Background: an optimization exercise with open tools, aiming at small area. Do not read the settings as production practice. Where RTL was checked, it was by simulation tests only, not by an equivalence proof against the original. Power and IR drop assume default switching activity.

==> build 36 <==
// FIFO
module FIFO #(parameter WIDTH=16,DEPTH=32)(
            input clk,rst,
            input [WIDTH-1:0]data_in,
            input wr,rd,
            output reg[WIDTH-1:0]data_out,
            output reg empty,
            output reg full
            );
localparam AW=$clog2(DEPTH);
reg [AW-1:0] idx;
reg [WIDTH-1:0] mem[DEPTH-1:0];
wire do_wr = wr & !full & !(rd & empty);
wire do_rd = rd & !empty & !(wr & full);
reg [WIDTH-1:0] rdata;
integer k;
always @* begin
  rdata = {WIDTH{1'b0}};
  for (k = 0; k < DEPTH; k = k + 1)
    rdata = rdata | (mem[k] & {WIDTH{idx == k}});
end
always @(posedge clk)
  if (do_wr) begin
    mem[0] <= data_in;
    for (k = 1; k < DEPTH; k = k + 1)
      mem[k] <= mem[k-1];
  end
always @(posedge clk or negedge rst)
begin
  if (!rst) begin
    data_out <= 0;
    idx <= {AW{1'b1}};
    empty <= 1'b1;
    full <= 1'b0;
  end else begin
    if (do_rd)
      data_out <= rdata;
    if (do_wr & !do_rd) begin
      idx <= idx + 1'b1;
      empty <= 1'b0;
      full <= (idx == DEPTH-2);
    end else if (do_rd & !do_wr) begin
      idx <= idx - 1'b1;
      full <= 1'b0;
      empty <= (idx == 0);
    end
  end
end
endmodule
==> module FIFO, before the edit <==
module FIFO #(parameter WIDTH=16,DEPTH=32)(
            input clk,rst,
            input [WIDTH-1:0]data_in,
            input wr,rd,
            output reg[WIDTH-1:0]data_out,
            output reg empty,
            output reg full
            );
localparam AW=$clog2(DEPTH);
reg [AW-1:0] idx;
reg [WIDTH-1:0] mem[DEPTH-1:0];
wire do_wr = wr & !full & !(rd & empty);
wire do_rd = rd & !empty & !(wr & full);
reg [WIDTH-1:0] rdata;
integer k;
always @* begin
  rdata = {WIDTH{1'b0}};
  for (k = 0; k < DEPTH; k = k + 1)
    rdata = rdata | (mem[k] & {WIDTH{idx == k}});
end
always @(posedge clk)
  if (do_wr) begin
    mem[0] <= data_in;
    for (k = 1; k < DEPTH; k = k + 1)
      mem[k] <= mem[k-1];
  end
always @(posedge clk or negedge rst)
begin
  if (!rst) begin
    data_out <= 0;
    idx <= {AW{1'b1}};
    empty <= 1'b1;
    full <= 1'b0;
  end else begin
    if (do_rd)
      data_out <= rdata;
    if (do_wr & !do_rd) begin
      idx <= idx + 1'b1;
      empty <= 1'b0;
      full <= (idx == DEPTH-2);
    end else if (do_rd & !do_wr) begin
      idx <= idx - 1'b1;
      full <= 1'b0;
      empty <= (idx == 0);
    end
  end
end
endmodule
==> flow/config.mk <==
export PLATFORM = sky130hd
export DESIGN_NAME = FIFO
export DESIGN_NICKNAME = FIFO
export VERILOG_FILES = /design/flow/design.v
export SDC_FILE = /design/flow/constraint.sdc
export NUM_CORES = 4
export LEC_CHECK = 0
export CAP_MARGIN = 20
export CORE_MARGIN = 2
export CORE_UTILIZATION = 60
export SLEW_MARGIN = 20
==> flow/constraint.sdc <==
create_clock -name core_clock -period 5.0 [get_ports {clk}]
set_input_delay 1.0000 -clock core_clock [delete_from_list [all_inputs] [get_ports {clk}]]
set_output_delay 1.0000 -clock core_clock [all_outputs]
set_load 0.01 [all_outputs]
standard.sh (not shown) runs the stock make flow with config.mk's settings and CLKGATE_MAP_FILE= SYNTH_SCRIPT=/design/flow/synth_recipe.tcl, a recipe that flattens the netlist after the stock synthesis.
==> flow/flow/run.sh <==
#!/bin/bash
# Standard ORFS flow (the standard.sh) with:
#  - an area-oriented ABC script in synthesis (flow/synth.tcl, flow/area.abc)
#  - CTS with larger sink clusters of clkbuf_8 and no dummy loads
#  - port buffers made with buf_1
D=$(pwd)
export MY_ABC_SCRIPT=$D/flow/area.abc
export CTS_ARGS="-sink_clustering_enable -repair_clock_nets -dont_use_dummy_load -buf_list {sky130_fd_sc_hd__clkbuf_8} -sink_clustering_size 16 -sink_clustering_max_diameter 60"
export BUFFER_PORTS_ARGS="-buffer_cell sky130_fd_sc_hd__buf_1"
bash standard.sh SYNTH_SCRIPT=$D/flow/synth.tcl finish > $D/flow.log 2>&1
==> flow/flow/area.abc <==
strash
&get -n
&fraig -x
&put
scorr
dc2
strash
&get -n
&dch -f
&nf -R 1000
&put
==> flow/flow/synth.tcl <==
# The standard flow's synthesis (synth_recipe.tcl) with the ABC script swapped for an
# area-oriented one; everything else, including dfflibmap, is unchanged.
proc synth {args} { yosys synth -nofsm -noshare {*}$args }
proc my_abc_args {a} {
  set i [lsearch -exact $a -script]
  return [lreplace $a [expr {$i+1}] [expr {$i+1}] $::env(MY_ABC_SCRIPT)]
}
set f [open $::env(SCRIPTS_DIR)/synth.tcl r]; set s [read $f]; close $f
set s [string map [list {log_cmd abc {*}$abc_args} {log_cmd abc {*}[my_abc_args $abc_args]}] $s]
set f [open $::env(OBJECTS_DIR)/synth_patched.tcl w]; puts $f $s; close $f
source $::env(OBJECTS_DIR)/synth_patched.tcl
# left out here: clear keep_hierarchy, flatten, clean up, hide names made inside functions, write 1_2_yosys.v
==> inputs of build 50, as changes to build 36 <==
==> flow/design.v (replaced) <==
module FIFO #(parameter WIDTH=16,DEPTH=32)(
            input clk,rst,
            input [WIDTH-1:0]data_in,
            input wr,rd,
            output reg[WIDTH-1:0]data_out,
            output reg empty,
            output reg full
            );
localparam AW=$clog2(DEPTH);
reg [AW-1:0] wr_ptr;
reg [AW-1:0] rd_ptr;
reg [WIDTH-1:0] mem[DEPTH-1:0];
wire do_wr = wr & !full & !(rd & empty);
wire do_rd = rd & !empty & !(wr & full);
wire [AW-1:0] wr_nxt = wr_ptr + 1'b1;
wire [AW-1:0] rd_nxt = rd_ptr + 1'b1;
reg [WIDTH-1:0] rdata;
integer k;
always @* begin
  rdata = {WIDTH{1'b0}};
  for (k = 0; k < DEPTH; k = k + 1)
    rdata = rdata | (mem[k] & {WIDTH{rd_ptr == k}});
end
always @(posedge clk)
  if (do_wr) mem[wr_ptr] <= data_in;
always @(posedge clk or negedge rst)
begin
  if (!rst) begin
    data_out <= 0;
    wr_ptr <= 0;
    rd_ptr <= 0;
    empty <= 1'b1;
    full <= 1'b0;
  end else begin
    if (do_rd) begin
      data_out <= rdata;
      rd_ptr <= rd_nxt;
    end
    if (do_wr) wr_ptr <= wr_nxt;
    if (do_wr & !do_rd) begin
      empty <= 1'b0;
      full <= (wr_nxt == rd_ptr);
    end else if (do_rd & !do_wr) begin
      full <= 1'b0;
      empty <= (rd_nxt == wr_ptr);
    end
  end
end
endmodule
==> flow/run.sh (new file) <==
#!/bin/bash
# synth_recipe.tcl (not shown) runs the flow's synth.tcl, then flattens the netlist and writes it again
# the make line also repeats each setting of config.mk as NAME=value (left out here)
make -C /OpenROAD-flow-scripts/flow DESIGN_CONFIG=/design/flow/config.mk WORK_HOME=/design/flow/orfs CLKGATE_MAP_FILE= SYNTH_SCRIPT=/design/flow/synth_recipe.tcl finish
- CORE_UTILIZATION: 60 -> 40
removed: flow/flow/run.sh
removed: flow/flow/area.abc
removed: flow/flow/synth.tcl
removed: flow/standard.sh
==> inputs of build 1, as changes to build 36 <==
--- a/flow/design.v
+++ b/flow/design.v
@@ -5,3 +5,3 @@
             output reg[WIDTH-1:0]data_out,
-            output reg empty,
+            output empty,
             output reg full
@@ -9,6 +9,9 @@
 localparam AW=$clog2(DEPTH);
-reg [AW-1:0] idx;
+reg [AW-1:0] nidx;
+wire [AW-1:0] idx = ~nidx;
+reg nempty;
+assign empty = !nempty;
 reg [WIDTH-1:0] mem[DEPTH-1:0];
 wire do_wr = wr & !full & !(rd & empty);
-wire do_rd = rd & !empty & !(wr & full);
+wire do_rd = rd & nempty & !(wr & full);
 reg [WIDTH-1:0] rdata;
@@ -30,4 +33,4 @@
     data_out <= 0;
-    idx <= {AW{1'b1}};
-    empty <= 1'b1;
+    nidx <= {AW{1'b0}};
+    nempty <= 1'b0;
     full <= 1'b0;
@@ -37,9 +40,9 @@
     if (do_wr & !do_rd) begin
-      idx <= idx + 1'b1;
-      empty <= 1'b0;
+      nidx <= nidx - 1'b1;
+      nempty <= 1'b1;
       full <= (idx == DEPTH-2);
     end else if (do_rd & !do_wr) begin
-      idx <= idx - 1'b1;
+      nidx <= nidx + 1'b1;
       full <= 1'b0;
-      empty <= (idx == 0);
+      nempty <= (idx != 0);
     end
- CORE_UTILIZATION: 60 -> 40
==> inputs of trial 69, as changes to build 36 <==
--- a/flow/design.v
+++ b/flow/design.v
@@ -13,9 +13,21 @@
 wire do_rd = rd & !empty & !(wr & full);
-reg [WIDTH-1:0] rdata;
+reg [DEPTH:0] sel;
 integer k;
 always @* begin
-  rdata = {WIDTH{1'b0}};
   for (k = 0; k < DEPTH; k = k + 1)
-    rdata = rdata | (mem[k] & {WIDTH{idx == k}});
+    sel[k] = do_rd & (idx == k);
+  sel[DEPTH] = !do_rd;
 end
+wire [WIDTH-1:0] dnext;
+genvar b, e;
+generate
+  for (b = 0; b < WIDTH; b = b + 1) begin : rdmux
+    wire [DEPTH:0] col;
+    for (e = 0; e < DEPTH; e = e + 1) begin : c
+      assign col[e] = mem[e][b];
+    end
+    assign col[DEPTH] = data_out[b];
+    FIFO_aoi33 u (.d(col), .s(sel), .y(dnext[b]));
+  end
+endgenerate
 always @(posedge clk)
@@ -34,4 +46,3 @@
   end else begin
-    if (do_rd)
-      data_out <= rdata;
+    data_out <= dnext;
     if (do_wr & !do_rd) begin
@@ -48 +59,4 @@
 endmodule
+module FIFO_aoi33 (input [32:0] d, input [32:0] s, output y);
+  assign y = |(d & s);
+endmodule
==> flow/flow/run.sh (replaced) <==
#!/bin/bash
# Standard ORFS flow (the standard.sh) with:
#  - synthesis through flow/synth.tcl: an area-oriented ABC script
#    (flow/area.abc) and a hand-mapped read mux (flow/rdmux_cells.v)
#  - CTS with larger sink clusters of clkbuf_8 and no dummy loads
#  - port buffers made with buf_1
# ORFS writes each step's full log under orfs/logs; make's output goes to flow.log.
D=$(pwd)
export MY_ABC_SCRIPT=$D/flow/area.abc
export MY_OVERLAY=$D/flow/rdmux_cells.v
export CTS_ARGS="-sink_clustering_enable -repair_clock_nets -dont_use_dummy_load -buf_list {sky130_fd_sc_hd__clkbuf_8} -root_buf sky130_fd_sc_hd__clkbuf_4 -sink_clustering_size 16 -sink_clustering_max_diameter 60"
export BUFFER_PORTS_ARGS="-buffer_cell sky130_fd_sc_hd__buf_1"
bash standard.sh SYNTH_SCRIPT=$D/flow/synth.tcl finish > $D/flow.log 2>&1
==> flow/flow/rdmux_cells.v (new file) <==
// Hand-mapped FIFO_aoi33 (y = |(d & s)) for sky130hd: 11 a222oi, then a
// NAND/OR tree. Replaces the RTL's behavioural module during synthesis.
module FIFO_aoi33 (input [32:0] d, input [32:0] s, output y);
  wire [10:0] t;
  wire n0, n1, n2;
  genvar i;
  generate
    for (i = 0; i < 11; i = i + 1) begin : g
      sky130_fd_sc_hd__a222oi_1 a (.A1(d[3*i]), .A2(s[3*i]), .B1(d[3*i+1]), .B2(s[3*i+1]),
                                   .C1(d[3*i+2]), .C2(s[3*i+2]), .Y(t[i]));
    end
  endgenerate
  sky130_fd_sc_hd__nand4_1 c0 (.A(t[0]), .B(t[1]), .C(t[2]), .D(t[3]), .Y(n0));
  sky130_fd_sc_hd__nand4_1 c1 (.A(t[4]), .B(t[5]), .C(t[6]), .D(t[7]), .Y(n1));
  sky130_fd_sc_hd__nand3_1 c2 (.A(t[8]), .B(t[9]), .C(t[10]), .Y(n2));
  sky130_fd_sc_hd__or3_1 c3 (.A(n0), .B(n1), .C(n2), .X(y));
endmodule
--- a/flow/flow/synth.tcl
+++ b/flow/flow/synth.tcl
@@ -1,3 +1,6 @@
-# The standard flow's synthesis (synth_recipe.tcl) with the ABC script swapped for an
-# area-oriented one; everything else, including dfflibmap, is unchanged.
+# The standard flow's synthesis (synth_recipe.tcl) with two changes:
+#  - the ABC script is swapped for an area-oriented one (flow/area.abc)
+#  - the read-mux module FIFO_aoi33 is replaced, right after the design is
+#    read, by a hand-mapped version of the same function (flow/rdmux_cells.v)
+# Everything else, including dfflibmap, flattening and renaming, is unchanged.
 proc synth {args} { yosys synth -nofsm -noshare {*}$args }
@@ -9,2 +12,5 @@
 set s [string map [list {log_cmd abc {*}$abc_args} {log_cmd abc {*}[my_abc_args $abc_args]}] $s]
+set rc {read_checkpoint $::env(RESULTS_DIR)/1_1_yosys_canonicalize.rtlil}
+if {[string first $rc $s] < 0} { error "synth.tcl: checkpoint line not found" }
+set s [string map [list $rc "$rc\nread_verilog -overwrite $::env(MY_OVERLAY)"] $s]
 set f [open $::env(OBJECTS_DIR)/synth_patched.tcl w]; puts $f $s; close $f
==> qor summary <==
	trial 69	build 1	build 36	build 50
Effective utilization at floorplan	0.608	0.405	0.613	0.404
Fraction of area in clock buffers and inverters	0.0259	0.0272	0.0263	0.0773
Pre-CTS WS	1160 ps	1370 ps	1630 ps	1530 ps
Slowest cell on the critical path	sky130_fd_sc_hd__nor2_2	sky130_fd_sc_hd__and3_1	sky130_fd_sc_hd__dfstp_2	sky130_fd_sc_hd__dfrtp_4
Combinational logic power	1200 uW	2080 uW	1710 uW	2940 uW
Synthesis warning total	2	2	2	1
Number of cells on the worst hold path	-	0	0	2
Xor and xnor area share after synthesis	0.00141	0.00186	0.00140	0.00592
Number of multi-input combinational cells	329	380	390	577
Maximum number of pins on one net before global-route repair	162	160	152	51
Fraction of met2 tracks used by global routing	0.372	0.313	0.466	0.315
Number of antenna violations at the first check in global routing	3	1	1	0
Status	no timing/DRC/antenna violations	no timing/DRC/antenna violations	no timing/DRC/antenna violations	no timing/DRC/antenna violations
Rows	64	79	64	83
Net Sw Frac	0.266	0.310	0.290	0.303
Post-detailed-placement cell area	19500 um2	20200 um2	19900 um2	22200 um2
Clock buffers created by TritonCTS	40	41	39	55
Summed area of non-filler cells in the final layout	20000 um2	20800 um2	20400 um2	24100 um2
Hold WS	315 ps	423 ps	447 ps	540 ps
Function not checked in build 1: the RTL went through the layout flow alone.

[port drivers added, routing unchanged]
Ports are ideal in the flow. The routed layouts listed here were re-timed in OpenROAD. Step 1 assumes that a clkbuf_16 drives the clock port and a buf_2 every other input. Step 2 times the ports against the registers' clock, not the clock port: input delays grow and output delays shrink by t, the midpoint of the rising clock arrivals with the driver on. a / b / c = ideal / step 1 / step 2; a / b = the first two.
run | t (ns) | setup slack, ns | latest minus earliest clock arrival (ns) | worst slew at a driven data input, ns | pins driven straight from the clock port
build 36 | 0.617 | 1.502 / 1.502 / 1.502 | 0.038 / 0.038 | 0.04 | 1
build 50 | 0.649 | 1.638 / 1.638 / 1.479 | 0.021 / 0.021 | 0.04 | 1
build 1 | 0.635 | 1.950 / 1.950 / 1.387 | 0.052 / 0.051 | 0.05 | 1
trial 69 | 0.719 | 1.772 / 1.772 / 1.077 | 0.064 / 0.064 | 0.03 | 1
After both steps every run listed still meets setup and hold. The setup slack of trial 69, which loses most, moves by 0.000 ns with the drivers and by -0.695 ns with both steps.
